Source: an optimization exercise on an open RTL-to-GDS flow (aim: small area, a short achievable clock period and few clock cycles). Production flows keep margins and buffers that such runs may drop.
Only simulation tests tie the RTL to the original design; equivalence was not proved.
Power is estimated from default activity; no workload was simulated.

==> flow/design.v <==
module HW2_divider(Clk, Rst, St, Divisor, Dividend, Quotient, Remainder, Overflow, Done);
	input Clk, Rst, St;
	input [15:0] Divisor;
	input [15:0] Dividend;
	output [15:0] Quotient;
	output [15:0] Remainder;
	output Overflow;
	output reg Done;
	reg [15:0] R;      
	reg [15:0] D;      
	reg [15:0] Q;      
	reg [3:0] cnt;     
	reg ovf;
	wire z8 = ~|Divisor[15:8];
	wire [15:0] n1 = z8 ? {Divisor[7:0], 8'b0} : Divisor;
	wire z4 = ~|n1[15:12];
	wire [15:0] n2 = z4 ? {n1[11:0], 4'b0} : n1;
	wire z2 = ~|n2[15:14];
	wire [15:0] n3 = z2 ? {n2[13:0], 2'b0} : n2;
	wire z1 = ~n3[15];
	wire [15:0] n4 = z1 ? {n3[14:0], 1'b0} : n3;
	wire [16:0] diff = {1'b0, R} - {1'b0, D};
	wire ge = ~diff[16];
	assign Quotient = Q;
	assign Remainder = R;
	assign Overflow = ovf;
	always @(posedge Clk) begin
		if (Rst)
			Done <= 1'b1;
		else if (Done)
			Done <= ~St;
		else if (cnt == 4'd0 || ovf)
			Done <= 1'b1;
	end
	always @(posedge Clk) begin
		if (Done) begin
			D <= n4;
			cnt <= {z8, z4, z2, z1};
			if (St) begin
				R <= Dividend;
				Q <= 16'd0;
				ovf <= ~|Divisor;
			end
		end else begin
			if (ge) R <= diff[15:0];
			Q <= {Q[14:0], ge};
			D <= {1'b0, D[15:1]};
			cnt <= cnt - 4'd1;
		end
	end
endmodule
Settings: LEC_CHECK=0, ABC_AREA=1, ABC_CLOCK_PERIOD_IN_PS=2000, CAP_MARGIN=20, CORE_MARGIN=2, CORE_UTILIZATION=40, CTS_CLUSTER_DIAMETER=100, CTS_CLUSTER_SIZE=40, SETUP_SLACK_MARGIN=3.5, SLEW_MARGIN=20; clock period 6.0 ns.
standard.sh (not shown) runs the stock make flow with config.mk's settings and CLKGATE_MAP_FILE= SYNTH_SCRIPT=/design/flow/synth_recipe.tcl, a recipe that flattens the netlist after the stock synthesis.
==> flow/flow/run.sh <==
#!/bin/bash
# The standard layout, with each port buffered by a small buffer instead of
# the delay cell that buffer_ports picks by default.
set -euo pipefail
bash standard.sh "BUFFER_PORTS_ARGS=-buffer_cell sky130_fd_sc_hd__buf_1" finish > standard.log 2>&1
Testbench counts at the start, summed over its fixed seeds: cycles 83,106.
==> next run, changes <==
CTS_CLUSTER_DIAMETER = not set   (was 100)
CTS_CLUSTER_SIZE = not set   (was 40)
SETUP_SLACK_MARGIN = 3.3   (was 3.5)
TNS_END_PERCENT = 20   (was not set)
Area after synthesis is unchanged.
Via count goes down by 5.2%.
Routed wire length decreases by 7.1%.
Final area falls by 8.3%.
==> next run, changes <==
==> flow/flow/run.sh (replaced) <==
#!/bin/bash
# The standard layout, with each port buffered by a small buffer instead of
# the delay cell that buffer_ports picks by default.
set -euo pipefail
bash standard.sh "BUFFER_PORTS_ARGS=-buffer_cell sky130_fd_sc_hd__buf_2" finish > standard.log 2>&1
ABC_AREA = not set   (was 1)
SETUP_SLACK_MARGIN = 3.0   (was 3.3)
TNS_END_PERCENT = not set   (was 20)
The new run finished with timing, DRC and antenna clean. Wire length is higher by 15%. Design area is higher by 8.8%. Power is higher by 7.3%. Via count is higher by 2.8%. Worst setup slack gets worse by 0.37 ns. Sequential share of layout area is lower by 2.9 points. Count of clock-buffer cells in the layout stays the same. Combinational power is higher by 21%. Synthesized cell count is lower by 20%. Sequential cell count is unchanged.

---

Starts from the design.v that is shown in full above.
==> flow/config.mk <==
export PLATFORM = sky130hd
export DESIGN_NAME = HW2_divider
export DESIGN_NICKNAME = HW2_divider
export VERILOG_FILES = /design/flow/design.v
export SDC_FILE = /design/flow/constraint.sdc
export NUM_CORES = 4
export LEC_CHECK = 0
export ABC_AREA = 1
export ABC_CLOCK_PERIOD_IN_PS = 2000
export CAP_MARGIN = 20
export CORE_MARGIN = 2
export CORE_UTILIZATION = 40
export SETUP_SLACK_MARGIN = 3.1
export SLEW_MARGIN = 20
==> flow/constraint.sdc <==
create_clock -name core_clock -period 6.0 [get_ports {Clk}]
set_input_delay 1.2000 -clock core_clock [delete_from_list [all_inputs] [get_ports {Clk}]]
set_output_delay 1.2000 -clock core_clock [all_outputs]
set_load 0.01 [all_outputs]
==> flow/flow/run.sh <==
#!/bin/bash
# The standard layout, with each port buffered by a small buffer instead of
# the delay cell that buffer_ports picks by default.
set -euo pipefail
bash standard.sh "BUFFER_PORTS_ARGS=-buffer_cell sky130_fd_sc_hd__buf_1" finish > standard.log 2>&1
Testbench counts at the start, summed over its fixed seeds: cycles 83,106.
==> next run, changes <==
- CAP_MARGIN: 20 -> 0
- SETUP_SLACK_MARGIN: 3.1 -> 3.3
- SLEW_MARGIN: 20 -> 0
The new run completed with no timing, DRC or antenna violations.
Non-clock buffer count goes up by 2.
Critical path depth rose by 12.
Via count climbs slightly.
Sequential power is about the same.
==> next run, changes <==
- CAP_MARGIN: 0 -> 20
- SETUP_SLACK_MARGIN: 3.3 -> 3.5
- SLEW_MARGIN: 0 -> 20
- die area is unchanged
- synthesized cell count is unchanged
- routed wire length increases by 7.5%
- global-route usage rose by 0.71 points
- sequential power barely changes
- clock-buffer cell count is unchanged
- via count rose by 5.6%
- synthesized area does not change
- clock power barely changes
==> next run, changes <==
- CORE_UTILIZATION: 40 -> 30
The changed run passed the timing, design-rule and antenna checks.
Clock power is higher by a quarter to a third.
Flip-flop and latch count stays the same.
Utilization goes down by 9.9 points.
Worst setup slack gets worse by 0.10 ns.
Total power rose by a little under a tenth.
First-iteration DRC count grows by well over a third.
Global-route usage falls by 3.8 points.
==> next run, changes <==
==> flow/flow/run.sh (replaced) <==
#!/bin/bash
# The standard layout, with each port buffered by a small buffer instead of
# the delay cell that buffer_ports picks by default.
set -euo pipefail
bash standard.sh "BUFFER_PORTS_ARGS=-buffer_cell sky130_fd_sc_hd__buf_2" finish > standard.log 2>&1
- ABC_AREA: 1 -> not set
- CORE_UTILIZATION: 30 -> 55
- SETUP_SLACK_MARGIN: 3.5 -> 3.0
The new run completed without violations.
Synthesized cell count decreases by about a fifth.
Non-clock buffer count went up by 6.
Final cell count decreases by about a fifth.

---

## rev 12
RTL: the design.v shown in full above, as it stands there.
==> flow/config.mk <==
export PLATFORM = sky130hd
export DESIGN_NAME = HW2_divider
export DESIGN_NICKNAME = HW2_divider
export VERILOG_FILES = /design/flow/design.v
export SDC_FILE = /design/flow/constraint.sdc
export NUM_CORES = 4
export LEC_CHECK = 0
export ABC_AREA = 1
export ABC_CLOCK_PERIOD_IN_PS = 2000
export CAP_MARGIN = 20
export CORE_MARGIN = 2
export CORE_UTILIZATION = 55
export SETUP_SLACK_MARGIN = 3.5
export SLEW_MARGIN = 20
==> flow/constraint.sdc <==
create_clock -name core_clock -period 6.0 [get_ports {Clk}]
set_input_delay 1.2000 -clock core_clock [delete_from_list [all_inputs] [get_ports {Clk}]]
set_output_delay 1.2000 -clock core_clock [all_outputs]
set_load 0.01 [all_outputs]
==> flow/flow/run.sh <==
#!/bin/bash
# The standard layout, with each port buffered by a small buffer instead of
# the delay cell that buffer_ports picks by default.
set -euo pipefail
bash standard.sh "BUFFER_PORTS_ARGS=-buffer_cell sky130_fd_sc_hd__buf_1" finish > standard.log 2>&1
Rev 12 ended with every stage complete and zero timing, DRC or antenna violations.
Testbench counts of rev 12, summed over its fixed seeds: cycles 83,106.
diff inputs: rev 12 => rev 13
Settings: a change of CORE_UTILIZATION from 55 to 40; a change of SETUP_SLACK_MARGIN from 3.5 to 3.3.
==> flow/flow/run.sh <==
#!/bin/bash
# The standard layout, with each port buffered by a small buffer instead of
# the delay cell that buffer_ports picks by default, and synthesis leaves
# adders to abc instead of mapping them to fa/ha cells.
set -euo pipefail
bash standard.sh "BUFFER_PORTS_ARGS=-buffer_cell sky130_fd_sc_hd__buf_1" "ADDER_MAP_FILE=" finish > standard.log 2>&1
--- outcome ---
Per the final summary, rev 13 finished and its layout is clean on timing, DRC and antenna. Clock power for rev 13 is higher than for rev 12. From rev 12 to rev 13 the numbers moved as follows: fraction of power consumed by sequential logic rose 2.8 points; sequential share of layout area rose 2.7 points; post-synth design cell area rose 59 um2; total chip power fell 5.8%. Rev 12 ended up with D[12] as its last element of the critical path; rev 13 ended up with Done. A critical path's slowest cell of sky130_fd_sc_hd__dfxtp_4 is what rev 13 shows, while sky130_fd_sc_hd__clkbuf_16 belongs to rev 12. Taking rev 13 as 1.0, rev 12 lands at 1.08 on final area. After detailed routing, rev 12 needs less wire than rev 13.

---

v18:
// HW2_divider: RTL as listed in full above, without the edits since
==> flow/config.mk <==
export PLATFORM = sky130hd
export DESIGN_NAME = HW2_divider
export DESIGN_NICKNAME = HW2_divider
export VERILOG_FILES = /design/flow/design.v
export SDC_FILE = /design/flow/constraint.sdc
export NUM_CORES = 4
export LEC_CHECK = 0
export ABC_CLOCK_PERIOD_IN_PS = 2000
export CAP_MARGIN = 20
export CORE_MARGIN = 2
export CORE_UTILIZATION = 40
export SETUP_SLACK_MARGIN = 3.5
export SLEW_MARGIN = 20
==> flow/constraint.sdc <==
create_clock -name core_clock -period 6.0 [get_ports {Clk}]
set_input_delay 1.2000 -clock core_clock [delete_from_list [all_inputs] [get_ports {Clk}]]
set_output_delay 1.2000 -clock core_clock [all_outputs]
set_load 0.01 [all_outputs]
==> flow/flow/run.sh <==
#!/bin/bash
# The standard layout, with each port buffered by a small buffer instead of
# the delay cell that buffer_ports picks by default.
set -euo pipefail
bash standard.sh "BUFFER_PORTS_ARGS=-buffer_cell sky130_fd_sc_hd__buf_2" finish > standard.log 2>&1
Testbench counts of v18, summed over its fixed seeds: cycles 83,106.
Here is what was changed in the inputs of v52 compared with v18.
# v18
export LEC_CHECK = 0
export ABC_CLOCK_PERIOD_IN_PS = 2000
export CAP_MARGIN = 20
export CORE_MARGIN = 2
export CORE_UTILIZATION = 40
export SETUP_SLACK_MARGIN = 3.5
export SLEW_MARGIN = 20
create_clock -name core_clock -period 6.0 [get_ports {Clk}]
# v52
export LEC_CHECK = 0
export ABC_AREA = 1
export ABC_CLOCK_PERIOD_IN_PS = 2000
export CAP_MARGIN = 20
export CORE_MARGIN = 2
export CORE_UTILIZATION = 40
export SETUP_SLACK_MARGIN = 3.4
export SLEW_MARGIN = 20
create_clock -name core_clock -period 6.0 [get_ports {Clk}]
==> flow/flow/run.sh <==
#!/bin/bash
# The standard layout, with each port buffered by a small buffer instead of
# the delay cell that buffer_ports picks by default.
set -euo pipefail
bash standard.sh "BUFFER_PORTS_ARGS=-buffer_cell sky130_fd_sc_hd__buf_1" finish > standard.log 2>&1
Results
The lower share of synthesized cell area in and, or, nand and nor gates came out of v18.
v52 vs v18: minimum period implied by the final worst setup slack down in v52
Reported for v18 and v52, count of maximum capacitance violations turned out identical to the last digit.
v52 vs. v18: global-route usage lower, routed wire length shrank by 21%, count of multi-input gates increased about 20%.
Sequential share of layout area (higher): v52
Diff v18 and v52: average footprint of a synthesized cell lower in v52
In v52 relative to v18, final standard cell area without fillers had gone down by more than 10%.
Comparing v18 and v52, the lower final setup slack of the worst path is on v18.
#### Input delta (v10 over v52)
# v52
export LEC_CHECK = 0
export ABC_AREA = 1
export ABC_CLOCK_PERIOD_IN_PS = 2000
export CAP_MARGIN = 20
export CORE_MARGIN = 2
export CORE_UTILIZATION = 40
export SETUP_SLACK_MARGIN = 3.4
export SLEW_MARGIN = 20
create_clock -name core_clock -period 6.0 [get_ports {Clk}]
# v10
export LEC_CHECK = 0
export ABC_AREA = 1
export ABC_CLOCK_PERIOD_IN_PS = 2000
export CAP_MARGIN = 20
export CORE_MARGIN = 2
export CORE_UTILIZATION = 40
export SETUP_SLACK_MARGIN = 3.8
export SLEW_MARGIN = 20
create_clock -name core_clock -period 6.0 [get_ports {Clk}]
Notes after the runs:
Final area was higher in v10 than in v52.
Every run in the comparison, v10 and v52, completed the flow with a clean layout.
met1 global-route usage is lower on v52
First-pass GRT wire length (higher): v10
#### Input delta (v28 over v10)
# v10
export LEC_CHECK = 0
export ABC_AREA = 1
export ABC_CLOCK_PERIOD_IN_PS = 2000
export CAP_MARGIN = 20
export CORE_MARGIN = 2
export CORE_UTILIZATION = 40
export SETUP_SLACK_MARGIN = 3.8
export SLEW_MARGIN = 20
create_clock -name core_clock -period 6.0 [get_ports {Clk}]
# v28
export LEC_CHECK = 0
export ABC_AREA = 1
export ABC_CLOCK_PERIOD_IN_PS = 2000
export CAP_MARGIN = 20
export CORE_MARGIN = 2
export CORE_UTILIZATION = 40
export SETUP_SLACK_MARGIN = 3.2
export SLEW_MARGIN = 20
create_clock -name core_clock -period 6.0 [get_ports {Clk}]
From v10 to v28 the numbers moved as follows: number of global-route vias before repair dropped 4.2%; hold slack fell by 11 ps; post-layout utilization of the core moved down; fmax now smaller; HPWL after detailed placement saw a decrease.
Relative to v28, the following input files were edited for v3:
# v28
export LEC_CHECK = 0
export ABC_AREA = 1
export ABC_CLOCK_PERIOD_IN_PS = 2000
export CAP_MARGIN = 20
export CORE_MARGIN = 2
export CORE_UTILIZATION = 40
export SETUP_SLACK_MARGIN = 3.2
export SLEW_MARGIN = 20
create_clock -name core_clock -period 6.0 [get_ports {Clk}]
# v3
export LEC_CHECK = 0
export ABC_AREA = 1
export ABC_CLOCK_PERIOD_IN_PS = 2000
export CAP_MARGIN = 20
export CORE_MARGIN = 2
export CORE_UTILIZATION = 40
export SETUP_SLACK_MARGIN = 3.0
export SLEW_MARGIN = 20
create_clock -name core_clock -period 6.0 [get_ports {Clk}]
==> flow/flow/run.sh <==
#!/bin/bash
# The standard layout, with each port buffered by a small buffer instead of
# the delay cell that buffer_ports picks by default, and synthesis leaves
# adders to abc instead of mapping them to fa/ha cells.
set -euo pipefail
bash standard.sh "BUFFER_PORTS_ARGS=-buffer_cell sky130_fd_sc_hd__buf_1" "ADDER_MAP_FILE=" finish > standard.log 2>&1
The final layout from v3, which completed every stage, passed the timing, design-rule and antenna checks at the end of the flow.
Slowest cell on the critical path: sky130_fd_sc_hd__dfxtp_2 -> v3, sky130_fd_sc_hd__o21ai_0 -> v28
Summary of v3 over v28: overall fraction of global-route tracks in use moved up, first-pass GRT wire length moved up.
register to output pin as the start-to-end type of the worst setup path was reported by v3, and primary input to register by v28.
As far as clock skew is concerned, v3 and v28 perform about the same.
Diff v28 -> v3: minimum period implied by the final worst setup slack +79 ps; register area share after synthesis -0.66 points; starting utilization of the core area +0.28 points.
Sort v3 and v28 by number of cells on the critical path desc -> top: v28
Input-level comparison between v6 and v3:
# v3
export LEC_CHECK = 0
export ABC_AREA = 1
export ABC_CLOCK_PERIOD_IN_PS = 2000
export CAP_MARGIN = 20
export CORE_MARGIN = 2
export CORE_UTILIZATION = 40
export SETUP_SLACK_MARGIN = 3.0
export SLEW_MARGIN = 20
create_clock -name core_clock -period 6.0 [get_ports {Clk}]
# v6
export LEC_CHECK = 0
export ABC_AREA = 1
export ABC_CLOCK_PERIOD_IN_PS = 2000
export CAP_MARGIN = 20
export CORE_MARGIN = 2
export CORE_UTILIZATION = 40
export GPL_TIMING_DRIVEN = 0
export SETUP_SLACK_MARGIN = 3.3
export SLEW_MARGIN = 20
create_clock -name core_clock -period 6.0 [get_ports {Clk}]
==> flow/flow/run.sh <==
#!/bin/bash
# The standard layout, with each port buffered by a small buffer instead of
# the delay cell that buffer_ports picks by default.
set -euo pipefail
bash standard.sh "BUFFER_PORTS_ARGS=-buffer_cell sky130_fd_sc_hd__buf_1" finish > standard.log 2>&1
[summary]
Comparing v3 against v6, there is no change at all in global-route congestion overflow total.
[compare] base=v3 new=v6: net total in the final layout decreased 27, wire length of the first global-routing pass went down by about 0.7%, total number of multi-input combinational cells went down.
Relative to v3, the total vias in the final route of v6 is lower by 4.0%.

what the ideal ports hide:
In the flow no input, the clock included, has a driving cell. The finished layouts below were timed again as built, in two steps. Step 1 sets driving cells, clkbuf_16 on the clock port and buf_2 on the other inputs (assumed; they add their load-dependent delay and slew). Step 2 times the ports against the registers' clock, not the clock port: input delays grow and output delays shrink by t, the midpoint of the rising clock arrivals with the driver on. Three values: ideal ports, drivers, drivers and shift; two values: the first two.
| run | t (ns) | setup WS [ns] | hold slack, ns | cell pins on the clock port's net |
|---|---|---|---|---|
| the first run of note 1 | 0.337 | 3.533 / 3.526 / 3.190 | 0.438 / 0.438 / 0.438 | 1 |
| the second run of note 1 | 0.340 | 3.411 / 3.419 / 3.079 | 0.441 / 0.441 / 0.441 | 1 |
| the third run of note 1 | 0.340 | 3.043 / 3.031 / 2.692 | 0.509 / 0.509 / 0.509 | 1 |
| the first run of note 2 | 0.341 | 3.337 / 3.308 / 3.086 | 0.442 / 0.442 / 0.442 | 1 |
| the second run of note 2 | 0.340 | 3.481 / 3.489 / 3.149 | 0.438 / 0.438 / 0.438 | 1 |
| the third run of note 2 | 0.337 | 3.533 / 3.526 / 3.190 | 0.438 / 0.438 / 0.438 | 1 |
| the fourth run of note 2 | 0.326 | 3.428 / 3.435 / 3.109 | 0.452 / 0.452 / 0.452 | 1 |
| the fifth run of note 2 | 0.347 | 2.973 / 2.966 / 2.620 | 0.508 / 0.508 / 0.508 | 1 |
| rev 12 | 0.339 | 3.496 / 3.498 / 3.159 | 0.452 / 0.452 / 0.452 | 1 |
| rev 13 | 0.339 | 3.472 / 3.441 / 3.146 | 0.493 / 0.493 / 0.493 | 1 |
| v18 | 0.348 | 3.039 / 3.030 / 2.682 | 0.489 / 0.489 / 0.489 | 1 |
| v52 | 0.340 | 3.539 / 3.539 / 3.200 | 0.445 / 0.445 / 0.445 | 1 |
| v10 | 0.337 | 3.527 / 3.517 / 3.181 | 0.452 / 0.452 / 0.452 | 1 |
| v28 | 0.340 | 3.418 / 3.427 / 3.087 | 0.441 / 0.441 / 0.441 | 1 |
| v3 | 0.340 | 3.340 / 3.309 / 3.071 | 0.491 / 0.491 / 0.491 | 1 |
| v6 | 0.341 | 3.390 / 3.389 / 3.048 | 0.470 / 0.470 / 0.470 | 1 |
After both steps setup and hold are still met in every run listed. For v18, which loses most, drivers alone change the setup slack by -0.009 ns; drivers and shift together by -0.357 ns.
